Background: an optimization exercise with open tools, aiming at small area. Do not read the settings as production practice.
Only simulation tests tie the RTL to the original design; equivalence was not proved.

File: flow/standard.sh
#!/bin/bash
# synth_recipe.tcl (not shown) runs the flow's synth.tcl, then flattens the netlist and writes it again
# the make line also repeats each setting of config.mk as NAME=value (left out here)
make -C /OpenROAD-flow-scripts/flow DESIGN_CONFIG=/design/flow/config.mk WORK_HOME=/design/flow/orfs CLKGATE_MAP_FILE= SYNTH_SCRIPT=/design/flow/synth_recipe.tcl "${@:-finish}"
File: flow/flow/remap.abc
strash
&get -n
&st
&deepsyn -J 100 -T 600
&synch2
&nf -R 1000
&put
topo
File: flow/flow/run.sh
#!/bin/bash
# Standard layout with three changes:
# 1. after the standard synthesis (standard.sh, unchanged), three parts of the logic are
#    remapped for area: the logic that does not feed the HEX outputs (the generator's next-state
#    logic), the last few levels of logic before the outputs (the seven-segment decoder), and the
#    restoring first stages of the divider (the logic feeding the first non-restoring stage).
#    yosys turns those cells back into logic and maps it again with an area-oriented ABC script.
#    Every flip-flop, the tie cells, the full adders outside the restoring stages, and the rest
#    of the logic feeding the outputs (the non-restoring divider stages), stay as synthesized;
# 2. port buffers are buf_1 instead of the default buffer cell;
# 3. clock tree from clkbuf_4/clkbuf_8 buffers, without dummy loads.
set -euo pipefail
W=$PWD
R=$W/orfs/results/$FLOW_PLATFORM/Lab1/base
LIB=$FLOW_HOME/platforms/$FLOW_PLATFORM/lib/sky130_fd_sc_hd__tt_025C_1v80.lib
YOSYS=$FLOW_HOME/../tools/install/yosys/bin/yosys

bash standard.sh "$R/1_2_yosys.v" > $W/flow_synth.log 2>&1
cp "$R/1_2_yosys.v" $W/std_1_2_yosys.v

python3 $W/flow/comb_lib.py "$LIB" $W/comb.lib > $W/comb_lib.log 2>&1
cat > $W/remap.ys <<EOF
read_liberty -lib $LIB
read_verilog $W/std_1_2_yosys.v
hierarchy -check -top $FLOW_TOP
select -set outcone o:* %ci*:-sky130_fd_sc_hd__dfxtp_1[D,CLK]
select -set near o:* %ci14
select -set rtop w:top0.rem0.ns[7].st.bit_*.u.a w:top0.rem0.q[7][6] %ci*:-sky130_fd_sc_hd__dfxtp_1[D,CLK]
select -set keep t:sky130_fd_sc_hd__dfxtp_1 t:sky130_fd_sc_hd__fa_1 t:sky130_fd_sc_hd__conb_1
select -set gen t:* @outcone %d @near %u @keep %d @rtop t:sky130_fd_sc_hd__dfxtp_1 %d %u
submod -name genlogic @gen
read_liberty -overwrite $W/comb.lib
flatten genlogic
opt_clean -purge genlogic
abc -liberty $LIB -dont_use *lpflow* -dont_use *probe* -script $W/flow/remap.abc genlogic
opt_clean -purge genlogic
read_liberty -lib -overwrite $LIB
flatten
opt_clean -purge
write_verilog -noattr $W/remap_raw.v
EOF
$YOSYS -s $W/remap.ys > $W/flow_remap.log 2>&1
$YOSYS -p "read_liberty -lib $LIB; read_verilog $W/remap_raw.v; hierarchy -check -top $FLOW_TOP; \
hilomap -singleton -hicell sky130_fd_sc_hd__conb_1 HI -locell sky130_fd_sc_hd__conb_1 LO; \
insbuf -buf sky130_fd_sc_hd__buf_1 A X; splitnets; opt_clean -purge; check -assert; \
stat -liberty $LIB; write_verilog -noattr -noexpr -nohex -nodec $W/remap.v" > $W/flow_remap2.log 2>&1
cp $W/remap.v "$R/1_2_yosys.v"

bash standard.sh \
  "BUFFER_PORTS_ARGS=-buffer_cell sky130_fd_sc_hd__buf_1" \
  "CTS_ARGS=-sink_clustering_enable -repair_clock_nets -dont_use_dummy_load -sink_clustering_size 20 -sink_clustering_max_diameter 200 -sink_clustering_levels 1 -sink_buffer_max_cap_derate 0.5 -buf_list {sky130_fd_sc_hd__clkbuf_4 sky130_fd_sc_hd__clkbuf_8}" \
  finish > $W/flow_layout.log 2>&1
cmp -s $W/remap.v "$R/1_2_yosys.v" || { echo "synthesis result was rebuilt" >&2; exit 1; }
File: flow/constraint.sdc
create_clock -name core_clock -period 160.0 [get_ports {CLOCK_50}]
set_input_delay 32.0000 -clock core_clock [delete_from_list [all_inputs] [get_ports {CLOCK_50}]]
set_output_delay 32.0000 -clock core_clock [all_outputs]
set_load 0.01 [all_outputs]
File: flow/config.mk
export PLATFORM = sky130hd
export DESIGN_NAME = Lab1
export DESIGN_NICKNAME = Lab1
export VERILOG_FILES = /design/flow/design.v
export SDC_FILE = /design/flow/constraint.sdc
export NUM_CORES = 4
export LEC_CHECK = 0
export CAP_MARGIN = 20
export CORE_MARGIN = 2
export CORE_UTILIZATION = 40
export SLEW_MARGIN = 20
export SYNTH_HIERARCHICAL = 1
export SYNTH_MINIMUM_KEEP_SIZE = 0
File: flow/design.v
module Debounce(
	input i_in,
	input i_clk,
	input i_rst,
	output o_debounced,
	output o_neg,
	output o_pos
);
	parameter CNT_N = 7;
	localparam CNT_BIT = $clog2(CNT_N+1);
	logic o_debounced_r, o_debounced_w;
	logic [CNT_BIT-1:0] counter_r, counter_w;
	logic neg_r, neg_w, pos_r, pos_w;
	assign o_debounced = o_debounced_r;
	assign o_pos = pos_r;
	assign o_neg = neg_r;
	always_comb begin
		pos_w = ~o_debounced_r &  o_debounced_w;
		neg_w =  o_debounced_r & ~o_debounced_w;
		if (i_in != o_debounced_r) begin
			counter_w = counter_r - 1;
		end else begin
			counter_w = CNT_N;
		end
		if (counter_r == 0) begin
			o_debounced_w = ~o_debounced_r;
		end else begin
			o_debounced_w = o_debounced_r;
		end
	end
	always_ff @(posedge i_clk) begin
		if (i_rst) begin
			o_debounced_r <= 1'b1;
			counter_r <= CNT_N;
			neg_r <= 1'b0;
			pos_r <= 1'b0;
		end else begin
			o_debounced_r <= o_debounced_w;
			counter_r <= counter_w;
			neg_r <= neg_w;
			pos_r <= pos_w;
		end
	end
endmodule
module SevenHexDecoder(
	input [6:0] i_hex,
	output logic [6:0] o_seven_hun,
	output logic [6:0] o_seven_ten,
	output logic [6:0] o_seven_one
);
	function automatic [6:0] seg(input [3:0] d);
		seg[0] = ~((~d[2] & ~d[0]) | d[1] | (d[2] & d[0]) | d[3]);
		seg[1] = ~(~d[2] | (~d[1] & ~d[0]) | (d[1] & d[0]));
		seg[2] = ~d[2] & d[1] & ~d[0];
		seg[3] = (~d[3] & ~d[2] & ~d[1] & d[0]) | (d[2] & ~d[1] & ~d[0]) | (d[2] & d[1] & d[0]);
		seg[4] = d[0] | (d[2] & ~d[1]);
		seg[5] = ~((~d[1] & ~d[0]) | d[2] | d[3]);
		seg[6] = (~d[3] & ~d[2] & ~d[1]) | (d[2] & d[1] & d[0]);
	endfunction
	function automatic [3:0] add3(input [3:0] d);
		add3[0] = (d[3] & ~d[0]) | (~d[3] & ~d[2] & d[0]) | (d[2] & d[1] & ~d[0]);
		add3[1] = (d[3] & ~d[0]) | (~d[2] & d[1]) | (d[1] & d[0]);
		add3[2] = (d[3] & d[0]) | (d[2] & ~d[1] & ~d[0]);
		add3[3] = (d[2] & d[0]) | (d[2] & d[1]) | d[3];
	endfunction
	wire [3:0] a1 = add3({1'b0, i_hex[6:4]});
	wire [3:0] a2 = add3({a1[2:0], i_hex[3]});
	wire [3:0] a3 = add3({a2[2:0], i_hex[2]});
	wire [3:0] a4 = add3({a3[2:0], i_hex[1]});
	wire [3:0] ones = {a4[2:0], i_hex[0]};
	wire [3:0] b1 = add3({1'b0, a1[3], a2[3], a3[3]});
	wire hun = b1[3];
	wire [3:0] tens = {b1[2:0], a4[3]};
	wire blank_ten = ~hun & (tens == 4'd0);
	assign o_seven_hun = {4'b1111, ~hun, ~hun, 1'b1};
	assign o_seven_ten = seg(tens) | {7{blank_ten}};
	assign o_seven_one = seg(ones);
endmodule
module Top(
	input i_clk,
	input i_rst,
	input i_start,
	input [17:0] i_sw,
	output logic [6:0] o_random_out
);
	parameter SHOW_NUM = 15;
	parameter DELAY0 = 34;
	parameter DELAY1 = 131;
	parameter DELAY2 = 242;
	parameter DELAY3 = 297;
	parameter DELAY4 = 372;
	localparam [31:0] MUL_T = 32'd48271;      
	localparam [31:0] MUL_R = 32'd22695433;   
	function automatic [8:0] delay_of(input [3:0] n);
		if (n < 5)       delay_of = DELAY0;
		else if (n < 9)  delay_of = DELAY1;
		else if (n < 12) delay_of = DELAY2;
		else if (n < 14) delay_of = DELAY3;
		else             delay_of = DELAY4;
	endfunction
	function automatic [31:0] cdelay_rot(input [3:0] n);
		logic [31:0] c;
		if (n < 5)       c = MUL_T * DELAY0;
		else if (n < 9)  c = MUL_T * DELAY1;
		else if (n < 12) c = MUL_T * DELAY2;
		else if (n < 14) c = MUL_T * DELAY3;
		else             c = MUL_T * DELAY4;
		cdelay_rot = {c[30:0], c[31]};
	endfunction
	logic sw;             
	logic idle;           
	logic [3:0] run_num;  
	logic [8:0] left;     
	logic [31:0] rdm;
	logic [31:0] tmul;    
	logic [31:0] prod;    
	wire done = (run_num == SHOW_NUM);
	wire draw = sw && !done && (idle || left == 0);
	wire [31:0] prod_g = prod & {32{!idle}};
	wire [31:0] sum;
	wire [32:0] sum_c;
	assign sum_c[0] = 1'b0;
	genvar i;
	generate
		for (i = 0; i < 32; i++) begin : sum_add
			FullAdd u(.a(tmul[i]), .b(prod_g[i]), .ci(sum_c[i]), .s(sum[i]), .co(sum_c[i+1]));
		end
	endgenerate
	wire [31:0] rdm_new = (&sum) ? 32'd0 : sum;
	wire [4:0] idx = left[4:0];
	wire [31:0] mul_r_rot = {MUL_R[30:0], MUL_R[31]};
	wire [31:0] cdel = cdelay_rot(run_num);
	wire prod_k = mul_r_rot[idx];
	wire prod_c = cdel[idx];
	wire [31:0] pp = rdm & {32{prod_k}};
	wire [31:0] prod_next;
	wire [31:0] prod_cy;
	assign prod_next[0] = prod_c ^ pp[0];
	assign prod_cy[0] = prod_c & pp[0];
	generate
		for (i = 1; i < 31; i++) begin : prod_add
			FullAdd u(.a(prod[i-1]), .b(pp[i]), .ci(prod_cy[i-1]), .s(prod_next[i]), .co(prod_cy[i]));
		end
	endgenerate
	assign prod_next[31] = prod[30] ^ pp[31] ^ prod_cy[30];
	logic [31:0] tmul_next;
	always_comb begin
		logic c;
		c = 1'b0;
		for (int k = 0; k < 32; k++) begin
			tmul_next[k] = tmul[k] ^ MUL_T[k] ^ c;
			c = (tmul[k] & MUL_T[k]) | (tmul[k] & c) | (MUL_T[k] & c);
		end
	end
	always_ff @(posedge i_clk) begin
		if (i_rst) begin
			sw <= 0;
			idle <= 1;
			run_num <= 0;
			rdm <= 0;
			tmul <= 0;
		end
		else begin
			tmul <= tmul_next;
			if (i_start)
				sw <= ~sw;
			if (sw)
				idle <= 0;
			if (!sw)
				run_num <= 0;
			else if (draw)
				run_num <= run_num + 1;
			if (draw)
				rdm <= rdm_new;
		end
	end
	always_ff @(posedge i_clk) begin
		if (!sw)
			left <= DELAY0;
		else if (draw)
			left <= delay_of(run_num + 1);
		else
			left <= left - 1;
		prod <= prod_next;
	end
	wire [6:0] rem_inc;    
	RemInc rem0(.i_rdm(rdm), .i_m(i_sw[6:0]), .o_rem_inc(rem_inc));
	always_comb begin
		if (!sw)
			o_random_out = 0;
		else if (done && i_sw[17])
			o_random_out = i_sw[16:10];
		else
			o_random_out = rem_inc;
	end
endmodule
module RemInc(input [31:0] i_rdm, input [6:0] i_m, output [6:0] o_rem_inc);
	wire [31:0] rdm = i_rdm;
	wire [6:0] m = i_m;
	wire [6:0] nm = ~m;
	genvar j, i;
	logic [6:0] r [0:7];
	assign r[0] = 7'd0;
	generate
		for (j = 0; j < 7; j++) begin : rs
			wire [7:0] t = {r[j], rdm[31-j]};
			wire [8:0] c;
			wire [7:0] d;
			assign c[0] = 1'b1;
			for (i = 0; i < 8; i++) begin : bit_
				wire mb = (i < 7) ? nm[i] : 1'b1;
				assign d[i] = t[i] ^ mb ^ c[i];
				assign c[i+1] = (t[i] & mb) | (t[i] & c[i]) | (mb & c[i]);
			end
			wire [6:0] keep = (7'd1 << (j + 1)) - 7'd1;
			assign r[j+1] = (c[8] ? d[6:0] : t[6:0]) & keep;
		end
	endgenerate
	logic [6:0] q [7:32];
	logic sub [7:32];
	assign q[7] = r[7];
	assign sub[7] = 1'b1;
	generate
		for (j = 7; j < 32; j++) begin : ns
			NrStage st(.i_r(q[j]), .i_sub(sub[j]), .i_b(rdm[31-j]), .i_m(m), .o_r(q[j+1]), .o_sub(sub[j+1]));
		end
	endgenerate
	wire neg = ~sub[32];
	wire [7:0] cc;
	assign cc[0] = 1'b1;
	generate
		for (i = 0; i < 7; i++) begin : fin
			wire a = m[i] & neg;
			assign o_rem_inc[i] = q[32][i] ^ a ^ cc[i];
			assign cc[i+1] = (q[32][i] & a) | (q[32][i] & cc[i]) | (a & cc[i]);
		end
	endgenerate
endmodule
module NrStage(input [6:0] i_r, input i_sub, input i_b, input [6:0] i_m, output [6:0] o_r, output o_sub);
	wire [7:0] t = {i_r, i_b};
	wire [7:0] c;
	assign o_r[0] = i_b ^ i_m[0];
	assign c[1] = i_sub ? (i_b | ~i_m[0]) : (i_b & i_m[0]);
	genvar i;
	generate
		for (i = 1; i < 7; i++) begin : bit_
			FullAdd u(.a(t[i]), .b(i_m[i] ^ i_sub), .ci(c[i]), .s(o_r[i]), .co(c[i+1]));
		end
	endgenerate
	assign o_sub = ~(t[7] ^ i_sub ^ c[7]);
endmodule
module FullAdd(input a, input b, input ci, output s, output co);
	assign s = a ^ b ^ ci;
	assign co = (a & b) | (a & ci) | (b & ci);
endmodule
module Lab1(
	input CLOCK_50,
	input RST,
	input KEY0,
	input [17:0] SW,
	output [6:0] HEX0,
	output [6:0] HEX1,
	output [6:0] HEX2
);
	logic keydown;
	logic [6:0] random_value;
	Debounce deb0(
		.i_in(KEY0),
		.i_clk(CLOCK_50),
		.i_rst(RST),
		.o_neg(keydown)
	);
	Top top0(
		.i_clk(CLOCK_50),
		.i_rst(RST),
		.i_start(keydown),
		.i_sw(SW),
		.o_random_out(random_value)
	);
	SevenHexDecoder seven_dec0(
		.i_hex(random_value),
		.o_seven_hun(HEX2),
		.o_seven_ten(HEX1),
		.o_seven_one(HEX0)
	);
endmodule
File: flow/flow/comb_lib.py
# Writes the platform library's combinational cells (no flip-flops, latches, tie, tap, fill or
# low-power cells) to a liberty file, for remapping logic.
import re, sys
src = open(sys.argv[1]).read()
m = re.search(r'\n\s*cell\s*\(', src)
header = src[:m.start()]
cell_re = re.compile(r'\n\s*cell\s*\(\s*"?(\w+)"?\s*\)\s*\{')
pos = m.start()
out = []
skip = ['__df', '__edf', '__sdf', '__dl', '__conb', '__tap', '__fill', '__decap',
        '__diode', '__probe', '__lpflow', '__macro', '__sdl', '__einv', '__ebuf']
while True:
    m = cell_re.search(src, pos)
    if not m:
        break
    depth = 0
    j = m.end() - 1
    while True:
        c = src[j]
        if c == '{':
            depth += 1
        elif c == '}':
            depth -= 1
            if depth == 0:
                break
        j += 1
    if not any(k in m.group(1) for k in skip):
        out.append(src[m.start():j + 1])
    pos = j + 1
open(sys.argv[2], 'w').write(header + ''.join(out) + '\n}\n')
==> metrics.yaml, run 1 <==
floorplan:
  die_w_um: 182
  dieArea_sq_um: 33300
  die_height_um: 182
  ios: 42
  core_area_sq_um: 31500
  start_util_pct: 40.4
  rows: 65
critical_path:
  ff2ff_path_depth: 40
  rr_endpoint: "top0.rdm[18]"
  worstSetupEndpointType: "output port"
  worst-endpoint-arrival_ps: 123050
  path_max_fanout: 33
  max_stage_delay_ps: 530
  required_ps: 128000
  worstSetupPathType: "in2out"
  cpMostUsedCell: "fa_1"
  start_kind: "primary input"
  rr_startpoint: "top0.idle"
  slowest_stage: "xnor3_1"
  ff2ff_setup_slack_ps: 144730
finish:
  fillers: 3036
  layout.nets: 1404
  register_area_sq_um: 2320
  layout-drive-gt1-share_pct: 6.10
  multiInputGateArea_sq_um: 10000
  area_delta_synth_final_pct: 5.04
  design_area_sq_um: 13400
place:
  port_buffers: 33
  gp_congestion: 0.864
  hpwl_um: 17700
  post_dp_cell_area_sq_um: 13100
worst_hold_path:
  hold_end: "deb0.counter_r[0]"
  holdCritStartpoint: "deb0.counter_r[0]"
  holdPathStages: 1
  hp-class: "reg2reg"
sta:
  slew_headroom_pct: 41.0
  worst_pin_slew_ps: 881
  setup_violations: 0
  min_period_ps: 155050
  skew_ps: 35.4
  setup_tns_ps: 0
  max_freq_ghz: 0.00645
  slew_violations: 0
  hold_viol_final: 0
  post-route-period-util_pct: 96.9
  rsz0062_at_grt: "no"
yosys:
  netlist_instances: 1143
  syn_avg_cell_area_sq_um: 11.1
  netlist_area_sq_um: 12700
  yosysWarnings: 16
outcome:
  status: "complete, no violations"
global_routing:
  grt_max_degree: 56
  first_global_vias: 8371
  antenna_found_initial: 1
  track_usage_pct: 15.5
  grt_pass1_wl_um: 42400
  gr-total-overflow: 0
routing:
  vias_per_cell: 5.10
  wl_per_cell_um: 15.2
  antenna_left: 0
  firstDrtPassIters: 4
  first_iter_violations: 325
  drt_wl_total_um: 23700
  routed-via-count: 7985
  drc: 0
clock_tree:
  htreeDepth: 4
  cts_max_path_buffers: 2
  clock_sinks: 116
  numCtsBuffers: 17
  cts_tree: "done"
  cts.clk_slew.worst_paths_ps: 70
  clock-root-buffer: "clkbuf_4"
  insertion_delay_ps: 560
run:
  cap_violations: 0
## worst max path at each step
stage,from,to,depth (start not counted)
after CTS,SW[1],HEX0[1],261
after detailed placement,SW[1],HEX0[1],261
after global placement,SW[1],HEX0[1],261
after global routing,SW[1],HEX0[1],261
final,SW[1],HEX0[1],261
after floorplan,SW[5],HEX0[1],281
## critical path, delay by kind of cell
| family | cells | cell delay, ps |
|---|---|---|
| xor+xnor | 34 | 11360 |
| fa+ha+maj | 166 | 64940 |
| compound gates | 17 | 3080 |
| simple gates | 18 | 2990 |
| buf+inv | 5 | 1290 |
| mux | 21 | 7220 |
## layout make-up
| class | instances | area share (%) |
|---|---|---|
| Sequential cell | 116 | 17.4 |
| Inverter | 13 | 0.393 |
| Timing Repair Buffer | 46 | 1.73 |
| Clock buffer | 17 | 1.70 |
| Multi-Input combinational cell | 972 | 75.0 |
| Tap cell | 402 | 3.76 |
| Antenna cell | 1 | 0.0187 |
## through the flow
step	utilization, %	std cells	hold slack (ps)	setup WS (ps)
after floorplan	-	1147	388	11340
after global placement	41.7	1549	397	5170
after detailed placement	41.7	1549	407	4180
after CTS	42.4	1566	426	4220
after global routing	42.5	1567	457	74.2
final	42.5	1567	421	4950
## timing repair
action	in CTS	in global routing
endpoints found under the hold margin	0	0
setup buffers	0	0
hold buffers	0	0
endpoints found under the setup margin	0	7
resized for setup	0	5
## placed cells by master (no fill, tap or decap), drive strengths merged, types with 4 or more instances in the layout
cell type / count
a31oi: 5
nor2: 78
nand4: 11
o211ai: 4
conb: 7
clkinv: 12
and3: 9
mux2: 34
or3: 7
o22ai: 7
nor2b: 40
clkbuf: 25
and2: 41
maj3: 11
mux2i: 5
xnor3: 25
nand3: 13
a21o: 4
dfxtp: 116
or2: 4
xor2: 188
a22o: 33
nand2: 39
xnor2: 49
buf: 38
a21oi: 31
nor3b: 4
nor3: 26
fa: 217
o21ai: 38
nand2b: 10
## metal layers
| layer | up-vias | track usage, % | share of wire (%) |
|---|---|---|---|
| li1 | 3843 | - | - |
| met5 | - | 0 | 0 |
| met4 | 0 | 2.94 | 0.80 |
| met2 | 125 | 25.6 | 48 |
| met3 | 19 | 2.06 | 2.5 |
| met1 | 3998 | 22.0 | 49 |
## flip-flops by register name (all words and copies together) (netlist names)
| name | count |
|---|---|
| top0.prod | 32 |
| top0.rdm | 32 |
| top0.tmul | 32 |
| top0.left | 9 |
| top0.run_num | 4 |
| deb0.counter_r | 3 |
| deb0.neg_r | 1 |
| deb0.o_debounced_r | 1 |
| top0.idle | 1 |
| top0.sw | 1 |
==> run 2, diff against run 1 <==
--- a/flow/flow/run.sh
+++ b/flow/flow/run.sh
@@ -49,5 +49,5 @@
 bash standard.sh \
   "BUFFER_PORTS_ARGS=-buffer_cell sky130_fd_sc_hd__buf_1" \
-  "CTS_ARGS=-sink_clustering_enable -repair_clock_nets -dont_use_dummy_load -sink_clustering_size 20 -sink_clustering_max_diameter 200 -sink_clustering_levels 1 -sink_buffer_max_cap_derate 0.5 -buf_list {sky130_fd_sc_hd__clkbuf_4 sky130_fd_sc_hd__clkbuf_8}" \
+  "CTS_ARGS=-sink_clustering_enable -repair_clock_nets -dont_use_dummy_load -sink_clustering_size 30 -sink_clustering_max_diameter 300 -sink_buffer_max_cap_derate 1 -buf_list {sky130_fd_sc_hd__clkbuf_8}" \
   finish > $W/flow_layout.log 2>&1
 cmp -s $W/remap.v "$R/1_2_yosys.v" || { echo "synthesis result was rebuilt" >&2; exit 1; }
==> run 2 against run 1 <==
Still clean on timing, DRC and antenna. Routed wire length is essentially flat. Synthesized cell count is the same. Sequential share of layout area is essentially flat. Sequential cell count is the same. Area after synthesis is the same. Non-clock buffer count is the same. Critical endpoint unchanged. Highest routed layer unchanged.
==> metrics.yaml, run 2 <==
outcome:
  status: "complete, no violations"  # unchanged
critical_path:
  max_stage_delay_ps: 530  # about the same
  cpMostUsedCell: "fa_1"  # unchanged
  ff2ff_setup_slack_ps: 144740  # was 144730 ps
  path_max_fanout: 33  # unchanged
  cp.depth: 261  # unchanged
  rr_startpoint: "top0.idle"  # unchanged
  rr_endpoint: "top0.rdm[18]"  # unchanged
  worstSetupEndpointType: "output port"  # unchanged
  required_ps: 128000  # about the same
  path_buf_inv: 5  # unchanged
  worstSetupPathType: "in2out"  # unchanged
  start_kind: "primary input"  # unchanged
  slowest_stage: "xnor3_1"  # unchanged
  worst-endpoint-arrival_ps: 123040  # was 123050 ps
  cp_top_family: "adder cells"  # unchanged
  ff2ff_path_depth: 40  # unchanged
sta:
  hold_viol_final: 0  # unchanged
  rsz0062_at_grt: "no"  # unchanged
  setup_violations: 0  # unchanged
  worst_pin_slew_ps: 857  # was 881 ps
  skew_ps: 36.7  # was 35.4 ps
  setup_tns_ps: 0  # unchanged
  slew_violations: 0  # unchanged
  slew_headroom_pct: 42.5  # was 41.0%
  max_freq_ghz: 0.00645  # about the same
  post-route-period-util_pct: 96.9  # about the same
  worst_slack_ps: 4960  # was 4950 ps
  min_period_ps: 155040  # was 155050 ps
  holdWs_ps: 420  # was 421 ps
finish:
  layout-drive-gt1-share_pct: 6.10  # unchanged
  final_core_utilization_pct: 42.5  # about the same
  area_delta_synth_final_pct: 5.07  # was 5.04%
  layout.nets: 1404  # unchanged
  mostFrequentLayoutCell: "fa_1"  # unchanged
  mostFrequentLayoutCells: "217 x fa_1, 188 x xor2_1, 116 x dfxtp_1"  # unchanged
  top_regs: "top0.prod (32), top0.rdm (32), top0.tmul (32)"  # unchanged
  diodes: 0  # was 1
  design_area_sq_um: 13400  # about the same
clock_tree:
  cts.clk_slew.worst_paths_ps: 70  # about the same
  clock_sinks: 116  # unchanged
  cts_setup_buffers: 0  # unchanged
  cts_resized: 0  # unchanged
  htreeDepth: 4  # unchanged
  cts_max_path_buffers: 2  # unchanged
  cts_tree: "done"  # unchanged
  numCtsBuffers: 17  # unchanged
  clock-root-buffer: "clkbuf_8"  # was clkbuf_4
  insertion_delay_ps: 430  # was 560 ps
  cts-hold-fix-buffers: 0  # unchanged
floorplan:
  start_util_pct: 40.4  # unchanged
  ios: 42  # unchanged
  rows: 65  # unchanged
  core_area_sq_um: 31500  # unchanged
  dieArea_sq_um: 33300  # unchanged
  die_height_um: 182  # unchanged
  die_w_um: 182  # unchanged
place:
  gp_congestion: 0.864  # unchanged
  hpwl_um: 17700  # unchanged
  port_buffers: 33  # unchanged
  pre_cts_ws_ps: 4180  # unchanged
  post_dp_cell_area_sq_um: 13100  # unchanged
yosys:
  netlist_instances: 1143  # unchanged
  syn_avg_cell_area_sq_um: 11.1  # unchanged
  netlist_area_sq_um: 12700  # unchanged
  yosysWarnings: 16  # unchanged
global_routing:
  track_usage_pct: 15.5  # about the same
  antenna_found_initial: 0  # was 1
  grt_max_degree: 56  # unchanged
  first_global_vias: 8383  # was 8371
  grt_pass1_wl_um: 42400  # unchanged
  gr-total-overflow: 0  # unchanged
routing:
  firstDrtPassIters: 5  # was 4
  drc: 0  # unchanged
  drt_wl_total_um: 23800  # was 23700 um
  wl_per_cell_um: 15.2  # about the same
  routed-via-count: 7984  # was 7985
  first_iter_violations: 305  # was 325
  vias_per_cell: 5.10  # about the same
  antenna_left: 0  # unchanged
worst_hold_path:
  holdCritStartpoint: "deb0.counter_r[0]"  # unchanged
  hp-class: "reg2reg"  # unchanged
  holdPathStages: 1  # unchanged
  hold_end: "deb0.counter_r[0]"  # unchanged
run:
  cap_violations: 0  # unchanged
==> run 2: through the flow <==
step,instances
finish,1566
global route,1566
CTS,1566
detailed placement,1549
global placement,1549
floorplan,1147
==> run 2: routing by layer <==
| metal | vias up | GRT usage, % | share of wire, % |
|---|---|---|---|
| met5 | - | 0 | 0 |
| met4 | 0 | 3.16 | 0.83 |
| met2 | 124 | 25.6 | 48 |
| li1 | 3840 | - | - |
| met1 | 4005 | 21.9 | 49 |
| met3 | 15 | 2.18 | 2.5 |
==> run 2: area by class of cell <==
| type | instances | area [sq um] |
|---|---|---|
| Sequential cell | 116 | 2320 |
| Inverter | 13 | 52.6 |
| Tap cell | 402 | 503 |
| Multi-Input combinational cell | 972 | 10000 |
| Fill cell | 3036 | 18100 |
| Clock buffer | 17 | 234 |
| Timing Repair Buffer | 46 | 231 |
==> run 2: worst max path at each step <==
stage / slack (ps) / from / to
after CTS: 4220 / SW[1] / HEX0[1]
after global placement: 5170 / SW[1] / HEX0[1]
after global routing: 70 / SW[1] / HEX0[1]
final: 4960 / SW[1] / HEX0[1]
after floorplan: 11340 / SW[5] / HEX0[1]
after detailed placement: 4180 / SW[1] / HEX0[1]
==> run 3, diff against run 2 <==
--- a/flow/flow/run.sh
+++ b/flow/flow/run.sh
@@ -1,5 +1,6 @@
 #!/bin/bash
 # Standard layout with three changes:
-# 1. after the standard synthesis (standard.sh, unchanged), three parts of the logic are
+# 1. after the standard synthesis (standard.sh; its ABC step is told that the design's
+#    inputs are driven by buf_8 cells, so it does not buffer them), three parts of the logic are
 #    remapped for area: the logic that does not feed the HEX outputs (the generator's next-state
 #    logic), the last few levels of logic before the outputs (the seven-segment decoder), and the
@@ -16,5 +17,5 @@
 YOSYS=$FLOW_HOME/../tools/install/yosys/bin/yosys
 
-bash standard.sh "$R/1_2_yosys.v" > $W/flow_synth.log 2>&1
+bash standard.sh ABC_DRIVER_CELL=sky130_fd_sc_hd__buf_8 "$R/1_2_yosys.v" > $W/flow_synth.log 2>&1
 cp "$R/1_2_yosys.v" $W/std_1_2_yosys.v
 
@@ -49,5 +50,5 @@
 bash standard.sh \
   "BUFFER_PORTS_ARGS=-buffer_cell sky130_fd_sc_hd__buf_1" \
-  "CTS_ARGS=-sink_clustering_enable -repair_clock_nets -dont_use_dummy_load -sink_clustering_size 30 -sink_clustering_max_diameter 300 -sink_buffer_max_cap_derate 1 -buf_list {sky130_fd_sc_hd__clkbuf_8}" \
+  "CTS_ARGS=-sink_clustering_enable -repair_clock_nets -dont_use_dummy_load -buf_list {sky130_fd_sc_hd__clkbuf_4 sky130_fd_sc_hd__clkbuf_8}" \
   finish > $W/flow_layout.log 2>&1
 cmp -s $W/remap.v "$R/1_2_yosys.v" || { echo "synthesis result was rebuilt" >&2; exit 1; }
==> run 3 against run 2 <==
Critical path depth is 4 higher. Utilization is 1.3 points higher. Cell area is 0.42% lower. Worst hold slack worse by 7.6 ps. Die area is 3.1% lower. Area after synthesis is 3.1% lower. Critical path type unchanged. Largest cell class unchanged. Highest routed layer unchanged.
==> metrics.yaml, run 3 <==
place:
  hpwl_um: 18400  # was 17700 um
  port_buffers: 33  # unchanged
  gp_congestion: 0.757  # was 0.864
  place_inst: 1540  # was 1549
sta:
  slew_violations: 0  # unchanged
  skew_ps: 24.8  # was 36.7 ps
  setup_violations: 0  # unchanged
  worst_pin_slew_ps: 687  # was 857 ps
  hold_viol_final: 0  # unchanged
  setup_tns_ps: 0  # unchanged
  min_period_ps: 156220  # was 155040 ps
  max_freq_ghz: 0.00640  # was 0.00645 GHz
  slew_headroom_pct: 53.8  # was 42.5%
  rsz0062_at_grt: "no"  # unchanged
  post-route-period-util_pct: 97.6  # was 96.9%
clock_tree:
  cts_setup_buffers: 0  # unchanged
  cts-hold-fix-buffers: 0  # unchanged
  cts.clk_slew.worst_paths_ps: 50  # was 70 ps
  insertion_delay_ps: 430  # about the same
  clock_sinks: 116  # unchanged
  cts_tree: "done"  # unchanged
  cts_max_path_buffers: 2  # unchanged
  cts_resized: 0  # unchanged
  htreeDepth: 4  # unchanged
  clock-root-buffer: "clkbuf_8"  # unchanged
  numCtsBuffers: 17  # unchanged
routing:
  firstDrtPassIters: 5  # unchanged
  first_iter_violations: 261  # was 305
  vias_per_cell: 5.05  # was 5.10
  routed-via-count: 7860  # was 7984
  wl_per_cell_um: 15.1  # was 15.2 um
  drt_wl_total_um: 23500  # was 23800 um
  antenna_left: 0  # unchanged
  drc: 0  # unchanged
critical_path:
  start_kind: "primary input"  # unchanged
  slowest_stage: "or3_1"  # was xnor3_1
  ff2ff_setup_slack_ps: 144800  # was 144740 ps
  required_ps: 128000  # about the same
  path_max_fanout: 31  # was 33
  max_stage_delay_ps: 490  # was 530 ps
  worstSetupEndpointType: "output port"  # unchanged
  worst-endpoint-arrival_ps: 124220  # was 123040 ps
  cpMostUsedCell: "fa_1"  # unchanged
  worstSetupPathType: "in2out"  # unchanged
finish:
  diodes: 0  # unchanged
  final_core_utilization_pct: 43.8  # was 42.5%
  area_delta_synth_final_pct: 8.03  # was 5.07%
  fin_cells: 1557  # was 1566
  layout-drive-gt1-share_pct: 7.67  # was 6.10%
  top_regs: "top0.prod (32), top0.rdm (32), top0.tmul (32)"  # unchanged
  mostFrequentLayoutCell: "fa_1"  # unchanged
  mostFrequentLayoutCells: "217 x fa_1, 195 x xor2_1, 116 x dfxtp_1"  # was 217 x fa_1, 188 x xor2_1, 116 x dfxtp_1
  layout.nets: 1401  # was 1404
floorplan:
  start_util_pct: 40.5  # was 40.4%
  ios: 42  # unchanged
  core_area_sq_um: 30400  # was 31500 sq um
  dieArea_sq_um: 32200  # was 33300 sq um
  rows: 64  # was 65
  die_w_um: 180  # was 182 um
  die_height_um: 180  # was 182 um
global_routing:
  first_global_vias: 8459  # was 8383
  grt_max_degree: 40  # was 56
  grt_pass1_wl_um: 41400  # was 42400 um
  track_usage_pct: 15.3  # was 15.5%
  gr-total-overflow: 0  # unchanged
  antenna_found_initial: 0  # unchanged
outcome:
  status: "complete, no violations"  # unchanged
yosys:
  yosysWarnings: 16  # unchanged
  netlist_area_sq_um: 12300  # was 12700 sq um
  syn_avg_cell_area_sq_um: 11.1  # about the same
  netlist_instances: 1106  # was 1143
worst_hold_path:
  hp-class: "reg2reg"  # unchanged
run:
  cap_violations: 0  # unchanged
run 3: cell type report:
class | instances | area, sq um
clock buffer | 17 | 234
fill | 2848 | 17100
inverter | 19 | 71.3
multi-input combinational | 961 | 9950
sequential | 116 | 2320
tap | 396 | 495
timing repair buffer | 48 | 246
run 3: critical path, delay by kind of cell:
family	cells	cell delay [ps]
buffers and inverters	6	1020
muxes	25	8240
AOI/OAI and AO/OA	15	3180
xor gates and xnor gates	31	10050
adders and majority gates	165	65780
and+or+nand+nor	23	3790
run 3: metrics by stage:
stage / worst slack (ps) / hold WS (ps) / area [sq um]
3_3_place_gp: 4000 / 396 / 13000
3_5_place_dp: 3250 / 409 / 13000
2_1_floorplan: 9500 / 388 / 12400
4_1_cts: 2750 / 420 / 13300
5_1_grt: 13.0 / 464 / 13300
6_report: 3780 / 413 / 13300
run 3: routing by layer:
layer	global-route usage (%)	wire [um]	share of wire (%)
met5	0	0	0
met4	3.28	250	1.1
met3	2.03	545	2.3
met2	25.5	11600	49
met1	21.5	11200	48
run 3: path summary, 6_finish.rpt:
path,start,depth (start not counted),to
max,SW[5],265,HEX1[0]
min,deb0.counter_r[0],1,deb0.counter_r[0]
max reg2reg,top0.run_num[2],43,top0.prod[31]
min reg2reg,deb0.counter_r[0],1,deb0.counter_r[0]
==> run 4, diff against run 3 <==
--- a/flow/flow/run.sh
+++ b/flow/flow/run.sh
@@ -5,5 +5,6 @@
 #    remapped for area: the logic that does not feed the HEX outputs (the generator's next-state
 #    logic), the last few levels of logic before the outputs (the seven-segment decoder), and the
-#    restoring first stages of the divider (the logic feeding the first non-restoring stage).
+#    restoring first stages of the divider (the logic feeding the first non-restoring stage,
+#    and that stage's logic fed by its constant sub input).
 #    yosys turns those cells back into logic and maps it again with an area-oriented ABC script.
 #    Every flip-flop, the tie cells, the full adders outside the restoring stages, and the rest
@@ -29,5 +30,6 @@
 select -set rtop w:top0.rem0.ns[7].st.bit_*.u.a w:top0.rem0.q[7][6] %ci*:-sky130_fd_sc_hd__dfxtp_1[D,CLK]
 select -set keep t:sky130_fd_sc_hd__dfxtp_1 t:sky130_fd_sc_hd__fa_1 t:sky130_fd_sc_hd__conb_1
-select -set gen t:* @outcone %d @near %u @keep %d @rtop t:sky130_fd_sc_hd__dfxtp_1 %d %u
+select -set s7 w:top0.rem0.ns[7].st.i_sub %co4 t:sky130_fd_sc_hd__fa_1 %d
+select -set gen t:* @outcone %d @near %u @keep %d @rtop t:sky130_fd_sc_hd__dfxtp_1 %d %u @s7 %u
 submod -name genlogic @gen
 read_liberty -overwrite $W/comb.lib
==> run 4 against run 3 <==
Still clean. Clock skew fell by 2.2 ps. Sequential share of layout area hardly changed. Final cell count up 0.71%. Worst hold slack improved by 13 ps. Die area about the same. Global-route usage grew 0.57 points. Cell area about the same. Critical path depth shrank 2. Routed wire length grew 1.9%. Sequential cell count did not move. Critical endpoint is now HEX1[1]. Highest routed layer unchanged.
==> metrics.yaml, run 4 <==
routing:
  antenna_left: 0  # unchanged
  routed-via-count: 7943  # was 7860
  first_iter_violations: 265  # was 261
  firstDrtPassIters: 4  # was 5
  wl_per_cell_um: 15.3  # was 15.1 um
  vias_per_cell: 5.07  # was 5.05
  drt_wl_total_um: 24000  # was 23500 um
  drc: 0  # unchanged
global_routing:
  antenna_found_initial: 0  # unchanged
  grt-busiest-layer: "met2"  # unchanged
  first_global_vias: 8505  # was 8459
  grt_use_met2_pct: 26.2  # was 25.5%
  use_met3_pct: 2.53  # was 2.03%
  track_usage_pct: 15.9  # was 15.3%
  gr-total-overflow: 0  # unchanged
  met1_usage_pct: 21.7  # was 21.5%
  grt_max_degree: 59  # was 40
  grt_pass1_wl_um: 42500  # was 41400 um
floorplan:
  die_w_um: 180  # about the same
  start_util_pct: 40.4  # was 40.5%
  ios: 42  # unchanged
  core_area_sq_um: 30500  # was 30400 sq um
  die_height_um: 180  # about the same
  dieArea_sq_um: 32200  # about the same
  rows: 64  # unchanged
clock_tree:
  htreeDepth: 4  # unchanged
  clock-root-buffer: "clkbuf_8"  # unchanged
  cts_tree: "done"  # unchanged
  clock_sinks: 116  # unchanged
  insertion_delay_ps: 450  # was 430 ps
  cts_setup_buffers: 0  # unchanged
  numCtsBuffers: 17  # unchanged
  cts_max_path_buffers: 2  # unchanged
  cts-hold-fix-buffers: 0  # unchanged
  cts.clk_slew.worst_paths_ps: 50  # about the same
critical_path:
  worst-endpoint-arrival_ps: 123320  # was 124220 ps
  worstSetupEndpointType: "output port"  # unchanged
  required_ps: 128000  # about the same
  slowest_stage: "nor4_2"  # was or3_1
  cpMostUsedCell: "fa_1"  # unchanged
  cp_top_family: "adder cells"  # unchanged
  max_stage_delay_ps: 510  # was 490 ps
  path_buf_inv: 4  # was 6
  worstSetupPathType: "in2out"  # unchanged
  start_kind: "primary input"  # unchanged
  path_max_fanout: 32  # was 31
place:
  gp_congestion: 0.765  # was 0.757
  port_buffers: 33  # unchanged
  hpwl_um: 18500  # was 18400 um
  pre_cts_ws_ps: 4420  # was 3250 ps
sta:
  worst_slack_ps: 4680  # was 3780 ps
  slew_headroom_pct: 39.2  # was 53.8%
  min_period_ps: 155320  # was 156220 ps
  skew_ps: 22.7  # was 24.8 ps
  worst_pin_slew_ps: 909  # was 687 ps
  setup_tns_ps: 0  # unchanged
  post-route-period-util_pct: 97.1  # was 97.6%
  slew_violations: 0  # unchanged
  hold_viol_final: 0  # unchanged
  setup_violations: 0  # unchanged
  max_freq_ghz: 0.00644  # was 0.00640 GHz
  rsz0062_at_grt: "no"  # unchanged
finish:
  diodes: 0  # unchanged
  mostFrequentLayoutCells: "217 x fa_1, 192 x xor2_1, 116 x dfxtp_1"  # was 217 x fa_1, 195 x xor2_1, 116 x dfxtp_1
  top_regs: "top0.prod (32), top0.rdm (32), top0.tmul (32)"  # unchanged
  area_delta_synth_final_pct: 7.91  # was 8.03%
  layout.nets: 1412  # was 1401
  layout-drive-gt1-share_pct: 5.89  # was 7.67%
  mostFrequentLayoutCell: "fa_1"  # unchanged
  fillers: 2942  # was 2848
yosys:
  netlist_area_sq_um: 12300  # about the same
  netlist_instances: 1119  # was 1106
  syn_avg_cell_area_sq_um: 11.0  # was 11.1 sq um
  yosysWarnings: 16  # unchanged
run:
  cap_violations: 0  # unchanged
outcome:
  status: "complete, no violations"  # unchanged
worst_hold_path:
  hp-class: "reg2reg"  # unchanged
## run 4: layout make-up
type / count / area (sq um) / area share, %
Sequential cell: 116 / 2320 / 17.5
Timing Repair Buffer: 46 / 231 / 1.74
Multi-Input combinational cell: 976 / 9960 / 74.8
Clock buffer: 17 / 234 / 1.76
Tap cell: 396 / 495 / 3.72
Inverter: 17 / 63.8 / 0.480
## run 4: metal layers
layer,up-vias,share of wire [%]
met5,-,0
met4,0,1.7
li1,3833,-
met3,23,2.2
met1,4000,47
met2,87,49
## run 4: path summary, 6_finish.rpt
kind	from	endpoint	slack, ps	cells after the start
max reg2reg	top0.run_num[2]	top0.prod[31]	145210	41
min reg2reg	deb0.counter_r[0]	deb0.counter_r[0]	430	1
min	deb0.counter_r[0]	deb0.counter_r[0]	430	1
max	SW[3]	HEX1[1]	4680	263
## run 4: metrics by stage
step | hold WS (ps) | cell area, sq um | utilization [%] | instances
floorplan | 388 | 12400 | - | 1130
global placement | 398 | 13000 | 42.7 | 1551
detailed placement | 422 | 13000 | 42.7 | 1551
CTS | 433 | 13300 | 43.5 | 1568
global route | 467 | 13300 | 43.6 | 1568
finish | 426 | 13300 | 43.6 | 1568
## run 4: worst register-to-register path, delay by kind of cell (launching register included)
kind,cells,cell delay (ps)
and+or+nand+nor,2,140
buffers and inverters,1,210
DFF,1,480
muxes,1,140
xor gates and xnor gates,2,310
AOI/OAI and AO/OA,5,1350
adders and majority gates,30,12020
## run 4: timing repair
item / in CTS / in global routing
hold endpoints to repair: 0 / 0
setup endpoints to repair: 0 / 14
resized for setup: 0 / 6

[port drivers added, routing unchanged]
No port has a modelled driver above. Below, the same layouts with a new extraction and two added sets of constraints. Step 1 sets driving cells, clkbuf_16 on the clock port and buf_2 on the other inputs (assumed; they add their load-dependent delay and slew). Step 2, shift: input delay + t, output delay - t, t = (earliest + latest rising clock arrival at the registers) / 2. This alone moves slack from input paths to output paths. Three values: ideal, step 1, step 2; two values: the first two.
| run | shift t [ns] | slack for setup (ns) | worst setup path after step 2 | worst slew at a driven data input, ns | pins driven straight from the clock port |
|---|---|---|---|---|---|
| run 1 | 0.583 | 4.947 / 4.924 / 4.924 | input to output | 0.03 | 1 |
| run 2 | 0.448 | 4.957 / 4.934 / 4.934 | input to output | 0.03 | 1 |
| run 3 | 0.453 | 3.778 / 3.757 / 3.757 | input to output | 0.04 | 1 |
| run 4 | 0.476 | 4.678 / 4.658 / 4.658 | input to output | 0.04 | 1 |
After both steps every run listed still meets setup and hold.
